Background: an optimization exercise with open tools, aiming at small area and few clock cycles. Do not read the settings as production practice.
Only simulation tests tie the RTL to the original design; equivalence was not proved.
No activity file was given, so power comes from the tool's default toggle rates.

==> design.v <==
`timescale 1ns / 1ps
`timescale 1ns / 1ps
 `timescale 1ns / 1ps
module ExploreMIPS(
    input   wire            clk,
    input   wire            rst,
    output  wire            W_instr_ram_ena,
    output  wire [3:0]      W_instr_ram_wea,
    output  wire [31:0]     W_instr_ram_w_data,
    output  wire [31:0]     W_instr_ram_addr,
    input   wire [31:0]     W_instr_ram_r_data,
    output  wire            W_data_ram_ena,
    output  wire [3:0]      W_data_ram_wea,
    output  wire [31:0]     W_data_ram_w_data,
    output  wire [31:0]     W_data_ram_addr,
    input   wire [31:0]     W_data_ram_r_data,
    output  wire [31:0]     W_debug_wb_pc,
    output  wire [ 3:0]     W_debug_wb_rf_wen,
    output  wire [ 4:0]     W_debug_wb_rf_wnum,
    output  wire [31:0]     W_debug_wb_rf_wdata
    );
    assign W_instr_ram_ena    = ~rst;
    assign W_instr_ram_wea    = 4'h0;
    assign W_instr_ram_w_data = 32'h0000_0000;
    assign W_data_ram_ena     = 1'b1;
    wire [31:0] ins = W_instr_ram_r_data;
    wire [5:0]  op  = ins[31:26];
    wire [4:0]  rs  = ins[25:21];
    wire [4:0]  rt  = ins[20:16];
    wire [4:0]  rd  = ins[15:11];
    wire [5:0]  fn  = ins[5:0];
    wire is_r    = (op == 6'b000_000);
    wire is_addi = (op == 6'b001_000);
    wire is_lw   = (op == 6'b100_011);
    wire is_sw   = (op == 6'b101_011);
    wire is_beq  = (op == 6'b000_100);
    wire is_j    = (op == 6'b000_010);
    wire r_ok    = is_r & fn[5];                 
    wire w_ena   = r_ok | is_addi | is_lw;
    wire [4:0] w_num = is_r ? rd : rt;
    reg  [31:0] rf [1:31];
    wire [31:0] a = (rs == 5'd0) ? 32'd0 : rf[rs];
    wire [31:0] b = (rt == 5'd0) ? 32'd0 : rf[rt];
    wire [31:0] imm = {{16{ins[15]}}, ins[15:0]};
    wire        sub = is_r & fn[1];              
    wire [31:0] opb = is_r ? (sub ? ~b : b) : imm;
    wire [32:0] sum = {1'b0, a} + {1'b0, opb} + {32'd0, sub};
    wire        ltu = ~sum[32];                  
    reg  [31:0] alu;
    always @(*) begin
        if (is_r & fn[2])      alu = fn[0] ? (a | b) : (a & b);
        else if (is_r & fn[3]) alu = {31'd0, ltu};
        else                   alu = sum[31:0];
    end
    wire [31:0] w_data = is_lw ? W_data_ram_r_data : alu;
    always @(posedge clk) begin
        if (w_ena && w_num != 5'd0) rf[w_num] <= w_data;
    end
    reg  [29:0] pc;                              
    wire [29:0] pc4   = pc + 30'd1;
    wire [29:0] btgt  = pc4 + imm[29:0];
    wire        taken = is_beq & (a == b);
    wire [29:0] npc   = is_j ? {4'b0000, ins[25:0]} : (taken ? btgt : pc4);
    always @(posedge clk or posedge rst) begin
        if (rst) pc <= {30{1'b1}};
        else     pc <= npc;
    end
    assign W_instr_ram_addr = {npc, 2'b00};
    assign W_data_ram_wea    = {4{is_sw}};
    assign W_data_ram_addr   = sum[31:0];
    assign W_data_ram_w_data = b;
    assign W_debug_wb_pc       = {pc4, 2'b00};
    assign W_debug_wb_rf_wen   = {4{w_ena}};
    assign W_debug_wb_rf_wnum  = w_num;
    assign W_debug_wb_rf_wdata = w_data;
endmodule
==> run.sh <==
#!/bin/bash
# synth_recipe.tcl (not shown) runs the flow's synth.tcl, then flattens the netlist and writes it again
# the make line also repeats each setting of config.mk as NAME=value (left out here)
make -C /OpenROAD-flow-scripts/flow DESIGN_CONFIG=/design/flow/config.mk WORK_HOME=/design/flow/orfs CLKGATE_MAP_FILE= SYNTH_SCRIPT=/design/flow/synth_recipe.tcl finish
==> config.mk <==
export PLATFORM = sky130hd
export DESIGN_NAME = ExploreMIPS
export DESIGN_NICKNAME = ExploreMIPS
export VERILOG_FILES = /design/flow/design.v
export SDC_FILE = /design/flow/constraint.sdc
export NUM_CORES = 4
export LEC_CHECK = 0
export CAP_MARGIN = 20
export CORE_MARGIN = 2
export CORE_UTILIZATION = 40
export PLACE_DENSITY = 0.6
export SLEW_MARGIN = 20
==> constraint.sdc <==
create_clock -name core_clock -period 11.0 [get_ports {clk}]
set_input_delay 2.2000 -clock core_clock [delete_from_list [all_inputs] [get_ports {clk}]]
set_output_delay 2.2000 -clock core_clock [all_outputs]
set_load 0.01 [all_outputs]
==> results of run 1 <==
[state kept, by name, summed over array words and instances, names as in the netlist]
name  count
rf      992
pc       30
[cells in the final DEF (no fill, tap or decap), types with 18 or more instances in the layout]
cell,count
a21oi_1,222
buf_12,20
a211oi_1,44
xnor2_1,79
nor3b_1,33
nand2_1,95
o22ai_1,71
nand3_1,34
nor2_1,191
clkbuf_16,103
mux2i_1,306
clkdlybuf4s50_1,223
edfxtp_1,992
nor2_4,27
o221ai_1,67
clkbuf_1,26
conb_1,41
mux2_2,33
buf_4,165
ha_1,125
xor2_1,30
dfstp_2,30
o21ai_0,140
mux4_2,410
a21o_1,23
inv_1,123
nor2_2,18
[worst min-delay path: cells and delay by family (launching register included)]
kind                      cells  cell delay (ns)
and+or+nand+nor               1             0.06
DFF                           1             0.36
muxes                         1             0.07
xor gates and xnor gates      1             0.15
[final cells by class]
cell class / count / area share
flip-flops and latches: 1022 / 0.487
multi-input cells: 2207 / 0.355
repair buffers: 416 / 0.0629
clock buffers: 129 / 0.0426
well taps: 1781 / 0.0355
clock inverters: 52 / 0.00917
inverters: 125 / 0.00747
diodes: 4 / 0.000159
[how the worst max path moves through the flow]
stage                            from                      end  depth (start not counted)
2_1_floorplan  W_instr_ram_r_data[16]  W_debug_wb_rf_wdata[26]                         20
3_3_place_gp   W_instr_ram_r_data[16]  W_debug_wb_rf_wdata[30]                         19
3_5_place_dp   W_instr_ram_r_data[16]  W_debug_wb_rf_wdata[30]                         19
4_1_cts        W_instr_ram_r_data[16]  W_debug_wb_rf_wdata[30]                         19
5_1_grt        W_instr_ram_r_data[16]  W_debug_wb_rf_wdata[31]                         19
6_report       W_instr_ram_r_data[16]  W_debug_wb_rf_wdata[19]                         18
[power groups by stage]
stage	logic, uW	clock network, uW	registers, uW
2_1_floorplan	1400	0	4840
3_3_place_gp	2590	0	4830
3_5_place_dp	2600	0	4840
4_1_cts	2610	3490	4750
5_1_grt	2800	3640	4760
6_report	2620	3450	4750
[per-layer routing]
metal	part of all wire	track usage
met4	0.040	0.106
met1	0.39	0.352
met5	0.000054	0
met3	0.096	0.0494
met2	0.47	0.419
[kinds of logic after synthesis]
family | after synthesis | share of synthesized area
flip-flops | 1022 | 0.562
multiplexers | 750 | 0.233
AO/OA/AOI/OAI | 684 | 0.0786
AND/OR/NAND/NOR | 494 | 0.0416
buffers and inverters | 425 | 0.0365
adder cells (fa/ha/maj) | 128 | 0.0299
XOR/XNOR | 110 | 0.0179
other | 2 | 0.000138
[per-stage QoR]
step	cell area, um^2	cells	utilization	hold WS, ns	setup WS, ns
floorplan	54500	3654	-	0.740	0.730
global placement	59500	5550	0.441	0.655	0.456
detailed placement	59500	5550	0.441	0.671	0.409
CTS	62800	5731	0.465	0.680	0.356
global route	62800	5732	0.465	0.736	0.141
finish	62800	5736	0.465	0.661	0.377
==> notes.md, run 1 <==
fin. max-slew vios=0; final wirelength=186000 um; Post-synth EDFFs=992; Area growth, synth to finish=15.5%; via count=around 36000; fin nets=4069; TritonCTS buffer count=103; die width=373 um; number of global-route vias before repair=35200; async set or reset register ratio after synthesis=0.0294; share of the synthesized area in the top cell type=0.548; max_cap viols=0; Filler Cell Count=~12000; critical path startpoint category=primary input; CP Class=primary input to output pin; RR Endpoint=rf[25][24]$_DFFE_PP_; storage element area=30600 um^2; Clk pwr share=0.319; Fmax achieved=94.1 MHz; run status=complete, no violations; pin count of the biggest net entering global routing=100; Worst R2R Setup Slack=4.85 ns; Net Sw Power=3160 uW; worst path arrival time=8.42 ns; Fin Setup TNS=0 ns; worst r2r src=rf[23][0]$_DFFE_PP_; clock latency on the worst-skew pair=between 0.7 and 0.8 ns; Routed WL per cell=between 30 and 40 um; synth top area cells=edfxtp_1 (55%), mux4_2 (17%), mux2i_1 (5.7%); die area=139000 um^2; pin slew with the least headroom to its limit=1.25 ns; RSZ-0062 raised after global routing=false; final period utilization=0.966; clock root buffer=clkbuf_16; core area=135000 um^2; Max IR drop VDD=0.128 mV; Slowest cell on crit path=a211oi_1; Clock Tree Buf Depth=3; htree depth=3; sw frac=0.292; 1st-iter DRT viols=4861; first-pass GRT wire length=261000 um; CP Capture Type=output pin; Worst-path clk slew=0.06 ns; port buffer count=235; GRT overflow=0; Sink Count=1022; hold path depth=3; Crit path max-delay family=compound AO/OA/AOI/OAI gates; FP Rows=135; sequential area share after synthesis=0.562; total power=10800 uW; final hold vios=0; count leader, synth=edfxtp_1; Initial Util=0.402; worst hold endpoint=pc[29]$_DFF_PP1_; Die H=373 um; vias per cell=between 6 and 7; residual DRC count=0; Multi-input gate area=22300 um^2; hold-fix buffer count after cts=0; combinational share of power=0.242; Mean Syn Cell Area=15.0 um^2; Boundary Pins=277; Unique masters post-synth=75; slowest stage delay, CP=approximately 0.9 ns; Netlist Area Pre-Place=54400 um^2; Period minus WS final=approximately 11 ns; cells after synthesis=3615; Routed Antenna Nets=0; First-pass DRT Iterations=6; CP Max Fanout=65; cell taking the most area after synthesis=edfxtp_1; Leak=0.0214 uW; gpl congestion=0.938; final setup fails=0; worst path buffer plus inverter count=3; worst r2r path cells=21; beginning of the worst hold path=pc[29]$_DFF_PP1_; initial antenna violation count=5; Max transition margin=0.164; register share of total power=0.439; share of layout cells above drive strength 1=0.227; CTS tree=done; worst path cell trace=buf_8, buf_12, mux4_2, mux4_2, mux2i_1, or2_2, nor2_1, xor2_1, ha_1, a211oi_1, o21ai_1, nand3_1, nand3_1, a211oi_1, nor2_1, a22oi_1, a21oi_2, clkdlybuf4s50_1; Total GRT Usage=0.262; Layout Skew=approximately 0.045 ns; Setup Buffers After CTS=0; HPWL Detailed=115000 um; P_int=7670 uW; Synth Register Bits=between 1000 and 1500; PwrDens=172 nW/um^2; cts repair resizes=0; worst endpoint required time=approximately 9 ns; Post-synth top cells=edfxtp_1 (992), mux4_2 (410), mux2i_1 (307); Synth Warn #=1; ys flop type=edfxtp_1; Worst Hold Class=register to register
Testbench counts, summed over its fixed seeds: cycles 7,592.
==> run 2: changes to the inputs <==
--- a/design.v
+++ b/design.v
@@ -40,9 +40,17 @@
     wire [4:0] w_num = is_r ? rd : rt;
     reg  [31:0] rf [1:31];
-    wire [31:0] a = (rs == 5'd0) ? 32'd0 : rf[rs];
-    wire [31:0] b = (rt == 5'd0) ? 32'd0 : rf[rt];
+    reg  [31:0] a, b;
+    integer i;
+    always @(*) begin
+        a = 32'd0;
+        b = 32'd0;
+        for (i = 1; i < 32; i = i + 1) begin
+            a = a | ({32{rs == i}} & rf[i]);
+            b = b | ({32{rt == i}} & rf[i]);
+        end
+    end
     wire [31:0] imm = {{16{ins[15]}}, ins[15:0]};
-    wire        sub = is_r & fn[1];              
-    wire [31:0] opb = is_r ? (sub ? ~b : b) : imm;
+    wire        sub = (is_r & fn[1]) | is_beq;   
+    wire [31:0] opb = (is_r | is_beq) ? (sub ? ~b : b) : imm;
     wire [32:0] sum = {1'b0, a} + {1'b0, opb} + {32'd0, sub};
     wire        ltu = ~sum[32];                  
@@ -60,5 +68,5 @@
     wire [29:0] pc4   = pc + 30'd1;
     wire [29:0] btgt  = pc4 + imm[29:0];
-    wire        taken = is_beq & (a == b);
+    wire        taken = is_beq & (&(a ^ opb));   
     wire [29:0] npc   = is_j ? {4'b0000, ins[25:0]} : (taken ? btgt : pc4);
     always @(posedge clk or posedge rst) begin
==> run 2 against run 1 <==
Area after synthesis fell by 12%. Critical path depth rose by 2. Sequential power rose by 2%. Core utilization rose by 2.9 points. Clock power rose by 3%. Global-route usage rose by 13 points. Setup slack got worse by 0.21 ns. Combinational power barely moved. Non-clock buffer count rose by 164. Via count rose by 17%. Hold slack improved by 0.091 ns.
==> notes.md, run 2 <==
run status=complete, no violations; htree depth=3 (unchanged); synth top area cells=edfxtp_1 (63%), a22oi_1 (8.8%), a221oi_1 (3.4%); Max transition margin=0.112 (-0.0523); Boundary Pins=277 (unchanged); Worst Hold Class=register to register; 1st-iter DRT viols=10700 (+120%); RSZ-0062 raised after global routing=false; Netlist Area Pre-Place=47600 um^2 (-12%); First-pass DRT Iterations=13 (+7); Routed WL per cell=44.5 um (+37%); via count=42500 (+17%); fin. max-slew vios=0 (unchanged); die area=122000 um^2 (-12%); Post-synth EDFFs=992 (unchanged); Leak=0.0196 uW (-8.6%); pin count of the biggest net entering global routing=56 (-44%); FP Rows=126 (-6.7%); Hold Slack=0.751 ns (+0.0908 ns); CP Class=primary input to output pin; die width=349 um (-6.3%); CTS tree=done; number of global-route vias before repair=38900 (+11%); Fin Setup TNS=0 ns (unchanged); final hold vios=0 (unchanged); Sink Count=1022 (unchanged); vias per cell=7.62 (+20%); PwrDens=189 nW/um^2 (+9.7%); Final Instance Area=58300 um^2 (-7.2%); Unique masters post-synth=69 (-8.0%); most frequent cells in the layout=edfxtp_1 (992), a22oi_1 (556), buf_4 (289); Routed Antenna Nets=0 (unchanged); Period minus WS final=10.83 ns (+0.208 ns); Synth Register Bits=1022 (unchanged); Filler Cell Count=10100 (-13%); clock latency on the worst-skew pair=0.71 ns (-0.02 ns); worst path arrival time=8.63 ns (+0.21 ns); core area=118000 um^2 (-13%); Clock Tree Buf Depth=3 (unchanged); Mean Syn Cell Area=13.5 um^2 (-10%); final period utilization=0.985 (+0.0189); Die H=349 um (-6.3%); final wirelength=248000 um (+34%); CP Capture Type=output pin; HPWL Detailed=147000 um (+28%); TritonCTS buffer count=102 (-0.97%); Total GRT Usage=0.393 (+0.132); non-filler cells, final=5582 (-2.7%); Area growth, synth to finish=22.3%; Worst-path clk slew=0.05 ns (about the same); worst endpoint required time=8.80 ns (about the same); clock root buffer=clkbuf_16; Initial Util=0.403 (+0.00106); Largest Register=rf; first-pass GRT wire length=329000 um (+26%); pin slew with the least headroom to its limit=1.33 ns (+0.0800 ns); count leader, synth=edfxtp_1; gpl congestion=0.995 (+6.1%); async set or reset register ratio after synthesis=0.0294 (unchanged); share of layout cells above drive strength 1=0.174 (-0.0530); cells after synthesis=3521 (-2.6%); Max IR drop VDD=0.131 mV (+2.3%); GRT overflow=0 (unchanged); share of the synthesized area in the top cell type=0.625 (+0.0774); initial antenna violation count=10 (+5); Regs by FF count=rf x992, pc x30; Layout Skew=0.0437 ns (-0.00122 ns); critical path startpoint category=primary input; Fmax achieved=92.3 MHz (-1.9%); cell taking the most area after synthesis=edfxtp_1; max FFs per register=992 (unchanged); port buffer count=235 (unchanged); Post-Place Cells=5367 (-3.3%); CP Max Fanout=15 (-77%); Post-synth top cells=edfxtp_1 (992), a22oi_1 (556), nand3_1 (214); most common cell after layout, fill and taps aside=edfxtp_1; DP Area=54600 um^2 (-8.3%); max_cap viols=0 (unchanged); final setup fails=0 (unchanged); ys flop type=edfxtp_1; residual DRC count=0 (unchanged); fin nets=4087 (+0.44%); Synth Warn #=1 (unchanged); sequential area share after synthesis=0.642 (+0.0795)
[run 2: changes by cell type after synthesis, sizes merged, moves of 63 or more]
cell,before,now
a222oi,0,65
a22o,0,185
nand3,35,214
mux2i,307,12
o22ai,71,1
inv,125,26
ha,125,62
o21ai,159,25
a21oi,228,131
a221oi,18,189
o221ai,67,0
a22oi,10,556
mux4,410,0
[run 2: cells by family (layout without fill, tap and decap cells)]
kind of cell / count (synthesis) / in the layout / share of synthesized area
AOI/OAI and AO/OA: 1254 / 1254 / 0.204
DFF: 1022 / 1022 / 0.642
and+or+nand+nor: 712 / 713 / 0.0759
buffers and inverters: 315 / 794 / 0.0315
xor gates and xnor gates: 107 / 107 / 0.0197
adders and majority gates: 97 / 97 / 0.0246
muxes: 12 / 12 / 0.00252
other: 2 / 47 / 0.000158
[run 2: what timing repair did]
action	4_1_cts	5_1_grt
cloned	0	1
buffers inserted	2	18
resized for setup	0	25
hold buffers	0	0
endpoints found under the setup margin	3	11
pin swaps	1	7
endpoints found under the hold margin	0	0
[run 2: cell type report]
class / count / area (um^2) / share of cell area
Clock inverter: 67 / 698 / 0.0120
Multi-Input combinational cell: 2224 / 16600 / 0.286
Antenna cell: 6 / 15.0 / 0.000258
Inverter: 26 / 97.6 / 0.00167
Sequential cell: 1022 / 30600 / 0.525
Tap cell: 1536 / 1920 / 0.0330
Clock buffer: 121 / 2670 / 0.0458
Timing Repair Buffer: 580 / 5660 / 0.0971
[run 2: final timing paths]
check / slack (ns) / startpoint / to / cells after the start
min reg2reg: 0.75 / pc[23]$_DFF_PP1_ / pc[23]$_DFF_PP1_ / 3
max: 0.17 / W_instr_ram_r_data[22] / W_debug_wb_rf_wdata[26] / 20
max reg2reg: 5.20 / rf[15][0]$_DFFE_PP_ / rf[5][26]$_DFFE_PP_ / 20
max in group asynchronous: 8.73 / rst / pc[22]$_DFF_PP1_ / 3
min in group asynchronous: 2.20 / rst / pc[6]$_DFF_PP1_ / 3
min: 0.75 / pc[23]$_DFF_PP1_ / pc[23]$_DFF_PP1_ / 3
[run 2: worst max-delay path, cell delays in order]
cell,delay [ns]
clkdlybuf4s50_1,0.60
or2_1,0.31
buf_4,0.20
nor2_4,0.86
buf_4,0.37
a221oi_1,0.11
nand4_1,0.12
or3_1,0.44
ha_1,0.36
a21o_1,0.19
a21o_1,0.17
a221oi_1,0.36
o21ai_0,0.12
a31o_2,0.25
or3_1,0.35
a31oi_1,0.29
xnor2_1,0.21
a22oi_1,0.18
a21oi_2,0.32
clkdlybuf4s50_1,0.59
[run 2: power by group]
group / internal (uW) / leakage, uW / total, uW / switching (uW)
Combinational: 963 / 0.00873 / 2610 / 1650
Sequential: 4810 / 0.00923 / 4840 / 31.9
Clock: 2000 / 0.00162 / 3570 / 1570
Total: 7770 / 0.0196 / 11000 / 3250
[run 2: stage by stage]
step	util	power, uW	setup WS (ns)
global route	0.493	11300	0.000952
global placement	0.462	7420	0.0108
CTS	0.491	10900	0.0203
floorplan	-	6100	1.14
finish	0.494	11000	0.168
detailed placement	0.462	7430	-0.00712
[run 2: metal layers]
| metal | up-vias | track usage | part of all wire |
|---|---|---|---|
| met5 | - | 0.00520 | 0.00079 |
| met4 | 14 | 0.240 | 0.085 |
| met3 | 1420 | 0.181 | 0.18 |
| met2 | 4968 | 0.565 | 0.41 |
| met1 | 20600 | 0.480 | 0.33 |
| li1 | 15500 | - | - |
Testbench counts of run 2, summed over its fixed seeds: cycles 7,592.
==> run 3: changes to the inputs <==
--- a/design.v
+++ b/design.v
@@ -40,14 +40,17 @@
     wire [4:0] w_num = is_r ? rd : rt;
     reg  [31:0] rf [1:31];
-    reg  [31:0] a, b;
-    integer i;
-    always @(*) begin
-        a = 32'd0;
-        b = 32'd0;
-        for (i = 1; i < 32; i = i + 1) begin
-            a = a | ({32{rs == i}} & rf[i]);
-            b = b | ({32{rt == i}} & rf[i]);
+    wire [991:0] rf_flat;
+    wire [31:1]  rs_sel, rt_sel;
+    genvar r;
+    generate
+        for (r = 1; r < 32; r = r + 1) begin : sel_
+            assign rf_flat[(r-1)*32 +: 32] = rf[r];
+            assign rs_sel[r] = (rs == r);
+            assign rt_sel[r] = (rt == r);
         end
-    end
+    endgenerate
+    wire [31:0] a, b;
+    RfReadPort read_a(.sel(rs_sel), .d(rf_flat), .q(a));
+    RfReadPort read_b(.sel(rt_sel), .d(rf_flat), .q(b));
     wire [31:0] imm = {{16{ins[15]}}, ins[15:0]};
     wire        sub = (is_r & fn[1]) | is_beq;   
@@ -83,2 +86,31 @@
     assign W_debug_wb_rf_wdata = w_data;
 endmodule
+`timescale 1ns / 1ps
+module RfAoi222(
+    input  wire a1, a2, b1, b2, c1, c2,
+    output wire y
+    );
+    assign y = ~((a1 & a2) | (b1 & b2) | (c1 & c2));
+endmodule
+module RfReadPort(
+    input  wire [31:1]  sel,         
+    input  wire [991:0] d,           
+    output wire [31:0]  q
+    );
+    genvar j, g;
+    generate
+        for (j = 0; j < 32; j = j + 1) begin : bit_
+            wire [10:0] n;           
+            for (g = 0; g < 10; g = g + 1) begin : grp
+                RfAoi222 aoi(
+                    .a1(sel[3*g+1]), .a2(d[(3*g+0)*32 + j]),
+                    .b1(sel[3*g+2]), .b2(d[(3*g+1)*32 + j]),
+                    .c1(sel[3*g+3]), .c2(d[(3*g+2)*32 + j]),
+                    .y(n[g])
+                );
+            end
+            assign n[10] = ~(sel[31] & d[30*32 + j]);
+            assign q[j] = ~(&n);
+        end
+    endgenerate
+endmodule
==> flow/run.sh (new file) <==
#!/bin/bash
set -euo pipefail
export BUFFER_PORTS_ARGS="-buffer_cell sky130_fd_sc_hd__buf_1"
export CTS_ARGS="-sink_clustering_enable -repair_clock_nets -dont_use_dummy_load -sink_clustering_size 20 -sink_clustering_max_diameter 70"
bash standard.sh > standard.log 2>&1
==> standard.sh (new file) <==
#!/bin/bash
# synth_recipe.tcl (not shown) runs the flow's synth.tcl, then flattens the netlist and writes it again
# the make line also repeats each setting of config.mk as NAME=value (left out here)
make -C /OpenROAD-flow-scripts/flow DESIGN_CONFIG=/design/flow/config.mk WORK_HOME=/design/flow/orfs CLKGATE_MAP_FILE= SYNTH_SCRIPT=/design/flow/synth_recipe.tcl "${@:-finish}"
--- a/config.mk
+++ b/config.mk
@@ -11,2 +11,3 @@
 export PLACE_DENSITY = 0.6
 export SLEW_MARGIN = 20
+export SYNTH_HIERARCHICAL = 1
removed: run.sh
==> run 3 against run 2 <==
First-iteration DRC count is 2.0% lower. Still clean. Cell area shrank 10%. Critical endpoint is now W_debug_wb_rf_wdata[11]. Area after synthesis down 3.6%. Register-to-register slack better by 0.14 ns. Via count fell by 12%. Sequential share of layout area grew 6.0 points.
==> notes.md, run 3 <==
Sink Count=1022 (unchanged); Routed WL per cell=40.2 um (-9.6%); count leader, synth=edfxtp_1; Regs by FF count=rf x992, pc x30; die area=117000 um^2 (-3.6%); first-pass GRT wire length=268000 um (-19%); run status=complete, no violations; RSZ-0062 raised after global routing=false; Initial Util=0.403 (-0.000902); worst endpoint required time=8.80 ns (about the same); CTS tree=done; pin count of the biggest net entering global routing=49 (-13%); Fmax achieved=92.7 MHz (+0.45%); clock latency on the worst-skew pair=0.68 ns (-0.03 ns); Layout Skew=0.0987 ns (+0.0550 ns); pin slew with the least headroom to its limit=1.33 ns (+0.00155 ns); CP Max Fanout=20 (+5); Leak=0.0168 uW (-14%); core area=114000 um^2 (-3.4%); fin nets=3627 (-11%); launch point of the critical path=W_instr_ram_r_data[20]; final period utilization=0.980 (-0.00444); port buffer count=235 (unchanged); worst r2r src=rf[19][0]$_DFFE_PP_; ys flop type=edfxtp_1; die width=343 um (-1.8%); fin util=0.458 (-0.0351); share of the synthesized area in the top cell type=0.649 (+0.0236); cell taking the most area after synthesis=edfxtp_1; Total GRT Usage=0.328 (-0.0657); Max IR drop VDD=0.171 mV (+31%); Largest Register=rf; cts repair resizes=0 (unchanged); share of layout cells above drive strength 1=0.131 (-0.0427); Setup Buffers After CTS=0 (-2); Clock Tree Buf Depth=3 (unchanged); via count=37600 (-12%); HPWL Detailed=127000 um (-14%); htree depth=3 (unchanged); Routed Antenna Nets=0 (unchanged); cells after synthesis=3067 (-13%); final hold vios=0 (unchanged); Boundary Pins=277 (unchanged); Fin Setup TNS=0 ns (unchanged); FP Rows=124 (-1.6%); Netlist Area Pre-Place=45900 um^2 (-3.6%); initial antenna violation count=7 (-3); number of global-route vias before repair=34600 (-11%); Synth Register Bits=1022 (unchanged); Synth Warn #=7 (+6); Unique masters post-synth=66 (-4.3%); Worst Hold Class=register to register; TritonCTS buffer count=68 (-33%); GRT overflow=0 (unchanged); max_cap viols=0 (unchanged); Area growth, synth to finish=13.9%; worst path arrival time=8.58 ns (-0.05 ns); residual DRC count=0 (unchanged); Max transition margin=0.110 (-0.00219); final wirelength=201000 um (-19%); Critical Path Sink=W_debug_wb_rf_wdata[11]; vias per cell=7.51 (-1.4%); beginning of the worst hold path=pc[29]$_DFF_PP1_; critical path startpoint category=primary input; gpl congestion=0.987 (-0.77%); First-pass DRT Iterations=14 (+1); Worst R2R Setup Slack=5.34 ns (+0.14 ns); Hold Slack=0.683 ns (-0.0686 ns); Multi-input gate area=15500 um^2 (-7.0%); DR WL met2=84500 um (-16%); highest routed metal layer=met5; async set or reset register ratio after synthesis=0.0294 (unchanged); Period minus WS final=10.78 ns (-0.0488 ns); Die H=343 um (-1.8%); Post-synth top cells=edfxtp_1 (992), a222oi_1 (640), nor2_1 (203); sequential area share after synthesis=0.666 (+0.0243); clock root buffer=clkbuf_16; M1 wire length=70700 um (-13%); Mean Syn Cell Area=15.0 um^2 (+11%); total power=9410 uW (-15%); Worst-path clk slew=0.07 ns (+0.02 ns); WL met3=33600 um (-25%); 1st-iter DRT viols=10500 (-2.0%); worst r2r path cells=18 (-10%); CP Capture Type=output pin; fin. max-slew vios=0 (unchanged); PwrDens=180 nW/um^2 (-4.8%); storage element area=30600 um^2 (unchanged); RR Endpoint=rf[7][18]$_DFFE_PP_; Filler Cell Count=10100 (-0.29%); CP Class=primary input to output pin; max FFs per register=992 (unchanged); most frequent cells in the layout=edfxtp_1 (992), a222oi_1 (640), buf_1 (231); hold-fix buffer count after cts=0 (unchanged); most common cell after layout, fill and taps aside=edfxtp_1; Post-synth EDFFs=992 (unchanged); synth top area cells=edfxtp_1 (65%), a222oi_1 (14%), nand4_1 (2.1%); final setup fails=0 (unchanged)
## run 3: changes by cell type after synthesis, moves of 76 or more
| cell | previous run | this run |
|---|---|---|
| a22oi_1 | 556 | 1 |
| nand3_1 | 214 | 29 |
| a22o_1 | 185 | 0 |
| nand4_1 | 75 | 151 |
| nand2_1 | 52 | 169 |
| a221oi_1 | 185 | 25 |
| clkbuf_1 | 145 | 60 |
| a222oi_1 | 65 | 640 |
## run 3: metrics by stage
stage	worst slack, ns	instances	cell area, um^2
final	0.217	5010	52300
after global routing	0.0272	5007	52300
after CTS	0.482	5005	52200
after detailed placement	0.503	4937	50500
after global placement	0.505	4937	50500
after floorplan	0.000206	3106	46100
## run 3: power by group
group	switching [uW]	internal (uW)	total, uW	leakage, uW
sequential	31.6	4790	4820	0.00922
clock	1260	1100	2360	0.000838
combinational	1600	625	2230	0.00671
## run 3: final cells by class
cell class	count	share of cell area
clock buffers	68	0.0326
repair buffers	441	0.0484
multi-input cells	1939	0.296
flip-flops and latches	1022	0.585
diodes	4	0.000191
well taps	1512	0.0362
inverters	24	0.00172
## run 3: worst min path at each step
stage,endpoint,slack (ns),cells past startpoint
4_1_cts,pc[29]$_DFF_PP1_,0.68,3
3_3_place_gp,pc[29]$_DFF_PP1_,0.69,3
6_report,pc[29]$_DFF_PP1_,0.68,3
2_1_floorplan,pc[29]$_DFF_PP1_,0.74,3
5_1_grt,pc[29]$_DFF_PP1_,0.75,3
3_5_place_dp,pc[29]$_DFF_PP1_,0.68,3
## run 3: logic make-up after synthesis
group	count (synthesis)	share of synthesized area
adders and majority gates	92	0.0241
DFF	1022	0.666
and+or+nand+nor	673	0.0707
AOI/OAI and AO/OA	1016	0.199
xor gates and xnor gates	108	0.0206
other	2	0.000164
buffers and inverters	145	0.0170
muxes	9	0.00204
## run 3: critical path, cell delays in order
cell and delay, ns:
buf_1 0.34, buf_4 0.30, or3_1 0.50, nor2_4 0.57, buf_4 0.60, a222oi_1 0.22, nand2_1 0.11, a2111o_1 0.25
xor2_1 0.22, o21ai_0 0.11, ha_1 0.42, nand4_1 0.26, o211a_4 0.36, o22ai_1 0.36, a21oi_1 0.15, xnor2_1 0.74
a221oi_1 0.25, nor2_2 0.38, buf_1 0.20
## run 3: metal layers
metal  global-route usage  vias up
li1                     -    14700
met1                0.431    18600
met2                0.477     3678
met3                0.116      679
met4                0.170        6
met5              0.00200        -
## run 3: modules after synthesis, one instance, submodules excluded
| module | flops+latches | cells | area, um^2 | copies in the design |
|---|---|---|---|---|
| ExploreMIPS | 1022 | 2165 | 37700 | 1 |
| RfReadPort | 0 | 131 | 915 | 2 |
| RfAoi222 | 0 | 1 | 10.0 | 640 |
Testbench counts of run 3, summed over its fixed seeds: cycles 7,592.
==> run 4: changes to the inputs <==
==> flow/run.sh (replaced) <==
#!/bin/bash
set -euo pipefail
export BUFFER_PORTS_ARGS="-buffer_cell sky130_fd_sc_hd__buf_1"
bash standard.sh > standard.log 2>&1
==> run 4 against run 3 <==
Cell area up 3.2%. Critical path type unchanged. Sequential cell count unchanged. Setup slack worse by 0.059 ns. Largest power group unchanged. Routed wire length about the same. Maximum frequency shrank 0.54%. Still clean. Area after synthesis unchanged.
==> notes.md, run 4 <==
run status=complete, no violations; RSZ-0062 raised after global routing=false; Filler Cell Count=9906 (-1.6%); PwrDens=197 nW/um^2 (+9.3%); core area=114000 um^2 (unchanged); beginning of the worst hold path=pc[29]$_DFF_PP1_; port buffer count=235 (unchanged); sw frac=0.300 (-0.00739); CP Capture Type=output pin; Largest Register=rf; Setup Buffers After CTS=0 (unchanged); Max transition margin=0.108 (-0.00138); Initial Util=0.403 (unchanged); count leader, synth=edfxtp_1; Area growth, synth to finish=17.5%; synth top area cells=edfxtp_1 (65%), a222oi_1 (14%), nand4_1 (2.1%); Routed Antenna Nets=0 (unchanged); pin count of the biggest net entering global routing=49 (unchanged); via count=37900 (+0.79%); most frequent cells in the layout=edfxtp_1 (992), a222oi_1 (640), buf_1 (231); clock root buffer=clkbuf_16; DP Area=50500 um^2 (unchanged); CP Max Fanout=19 (-5.0%); combinational share of power=0.210 (-0.027); Fin Setup TNS=0 ns (unchanged); pin slew with the least headroom to its limit=1.33 ns (+0.00206 ns); worst path arrival time=8.64 ns (+0.06 ns); final setup fails=0 (unchanged); fin. max-slew vios=0 (unchanged); Clock Tree Buf Depth=3 (unchanged); Post-Place Cells=4937 (unchanged); fin nets=3663 (+0.99%); First-pass DRT Iterations=17 (+3); Routed WL per cell=39.2 um (-2.4%); Unique masters post-synth=66 (unchanged); non-filler cells, final=5137 (+2.5%); Final Instance Area=53900 um^2 (+3.2%); register share of total power=0.455 (-0.058); 1st-iter DRT viols=10100 (-3.3%); number of global-route vias before repair=35200 (+1.9%); Regs by FF count=rf x992, pc x30; cell taking the most area after synthesis=edfxtp_1; Boundary Pins=277 (unchanged); share of the synthesized area in the top cell type=0.649 (unchanged); worst endpoint required time=8.80 ns (about the same); Period minus WS final=10.84 ns (+0.0586 ns); worst r2r src=rf[19][0]$_DFFE_PP_; Max IR drop VDD=0.201 mV (+17%); clock latency on the worst-skew pair=0.74 ns (+0.06 ns); Synth Register Bits=1022 (unchanged); final hold vios=0 (unchanged); residual DRC count=0 (unchanged); Worst-path clk slew=0.06 ns (about the same); highest routed metal layer=met5; first-pass GRT wire length=270000 um (+0.61%); hold-fix buffer count after cts=0 (unchanged); async set or reset register ratio after synthesis=0.0294 (unchanged); storage element area=30600 um^2 (unchanged); Netlist Area Pre-Place=45900 um^2 (unchanged); Mean Syn Cell Area=15.0 um^2 (unchanged); Post-synth top cells=edfxtp_1 (992), a222oi_1 (640), nor2_1 (203); share of layout cells above drive strength 1=0.147 (+0.0155); WL met3=35000 um (+4.2%); gpl congestion=0.987 (unchanged); max_cap viols=0 (unchanged); ys flop type=edfxtp_1; cells after synthesis=3067 (unchanged); Synth Warn #=7 (unchanged); launch point of the critical path=W_instr_ram_r_data[20]; Leak=0.0176 uW (+4.8%); Total GRT Usage=0.329 (+0.00129); sequential area share after synthesis=0.666 (unchanged); P_int=7430 uW (+14%); final wirelength=201000 um (about the same); M1 wire length=69300 um (-1.9%); most common cell after layout, fill and taps aside=edfxtp_1; htree depth=3 (unchanged); Die H=343 um (unchanged); TritonCTS buffer count=105 (+54%); Clk pwr share=0.335 (+0.085); Net Sw Power=3190 uW (+10%); max FFs per register=992 (unchanged); Setup WS post-layout=0.159 ns (-0.0586 ns); cts repair resizes=0 (unchanged); Fmax achieved=92.2 MHz (-0.54%); critical path startpoint category=primary input; HPWL Detailed=127000 um (unchanged); die width=343 um (unchanged); total power=10600 uW (+13%); GRT overflow=0 (unchanged); die area=117000 um^2 (unchanged); FP Rows=124 (unchanged); DR WL met2=83700 um (-0.93%); Post-synth EDFFs=992 (unchanged); Layout Skew=0.0399 ns (-0.0588 ns); final period utilization=0.986 (+0.00533); Multi-input gate area=15500 um^2 (unchanged); CP Class=primary input to output pin; initial antenna violation count=8 (+1); Setup WS pre-CTS=0.503 ns (unchanged); Worst Hold Class=register to register; vias per cell=7.38 (-1.7%); CTS tree=done; Sink Count=1022 (unchanged)
run 4: path summary, 6_finish.rpt:
| check | slack (ns) | cells past startpoint | end |
|---|---|---|---|
| worst min-delay path | 0.68 | 3 | pc[29]$_DFF_PP1_ |
| min in group asynchronous | 1.81 | 3 | pc[0]$_DFF_PP1_ |
| worst min register to register | 0.68 | 3 | pc[29]$_DFF_PP1_ |
| worst max-delay path | 0.16 | 18 | W_debug_wb_rf_wdata[11] |
| max in group asynchronous | 9.14 | 3 | pc[22]$_DFF_PP1_ |
| worst max register to register | 5.24 | 18 | rf[12][18]$_DFFE_PP_ |
run 4: worst max-delay path, cell delays in order:
cell	delay (ns)
buf_1	0.57
nand3b_1	0.42
nor2_4	0.69
buf_4	0.57
a222oi_1	0.21
nand4_1	0.15
a2111o_1	0.25
xor2_1	0.21
o21ai_0	0.10
ha_1	0.42
nand4_1	0.26
o211a_4	0.36
o22ai_1	0.37
a21oi_1	0.16
xnor2_1	0.80
a221oi_1	0.25
nor2_2	0.41
buf_1	0.20
run 4: cell type report:
class / count / share of cell area
Inverter: 24 / 0.00167
Sequential cell: 1022 / 0.567
Clock buffer: 128 / 0.0507
Antenna cell: 3 / 0.000139
Multi-Input combinational cell: 1939 / 0.287
Clock inverter: 69 / 0.0122
Timing Repair Buffer: 440 / 0.0465
Tap cell: 1512 / 0.0351
run 4: metal layers:
metal,vias up,track usage
met5,-,0.00120
met4,8,0.180
met3,761,0.122
met2,3854,0.475
met1,18500,0.428
li1,14900,-
run 4: per-stage QoR:
step | util | hold slack (ns)
after floorplan | - | 0.741
after global placement | 0.443 | 0.685
after detailed placement | 0.443 | 0.675
after CTS | 0.473 | 0.683
after global routing | 0.473 | 0.748
final | 0.473 | 0.678
run 4: Yosys stat by module (local to each module, per instance):
module	cell area, um^2	flip-flops and latches
ExploreMIPS	37700	1022
RfAoi222	10.0	0
RfReadPort	915	0
run 4: cell families after synthesis:
kind of cell               after synthesis  share of synthesized area
buffers and inverters                  145                     0.0170
adders and majority gates               92                     0.0241
xor gates and xnor gates               108                     0.0206
DFF                                   1022                      0.666
AOI/OAI and AO/OA                     1016                      0.199
and+or+nand+nor                        673                     0.0707
other                                    2                   0.000164
muxes                                    9                    0.00204
run 4: power groups by stage:
stage / logic (uW) / clock network, uW / registers, uW
2_1_floorplan: 1200 / 0 / 4920
3_3_place_gp: 2160 / 0 / 4910
3_5_place_dp: 2170 / 0 / 4910
4_1_cts: 2180 / 3570 / 4830
5_1_grt: 2370 / 3720 / 4830
6_report: 2230 / 3560 / 4830

## what the ideal ports hide
In the flow no input, the clock included, has a driving cell. The finished layouts below were timed again as built, in two steps.
Step 1: set_driving_cell puts a clkbuf_16 on clk and a buf_2 on each other input, an assumption about the parent block.
Step 2 times the ports against the registers' clock, not the clock port: input delays grow and output delays shrink by t, the midpoint of the rising clock arrivals with the driver on.
Three values: ideal, step 1, step 2; two values: the first two.
run	t (ns)	setup slack, ns	hold slack, ns	worst register clock-pin slew, ns
run 1	0.788	0.377 / 0.304 / 0.304	0.661 / 0.661 / 0.661	0.07 / 0.07
run 2	0.758	0.168 / 0.145 / 0.145	0.751 / 0.751 / 0.751	0.07 / 0.07
run 3	0.708	0.217 / 0.188 / 0.188	0.683 / 0.683 / 0.683	0.09 / 0.09
run 4	0.794	0.159 / 0.122 / 0.122	0.678 / 0.678 / 0.678	0.07 / 0.07
After both steps setup and hold are still met in every run listed. The setup slack of run 1, which loses most, moves by -0.073 ns with the drivers and by -0.073 ns with both steps.
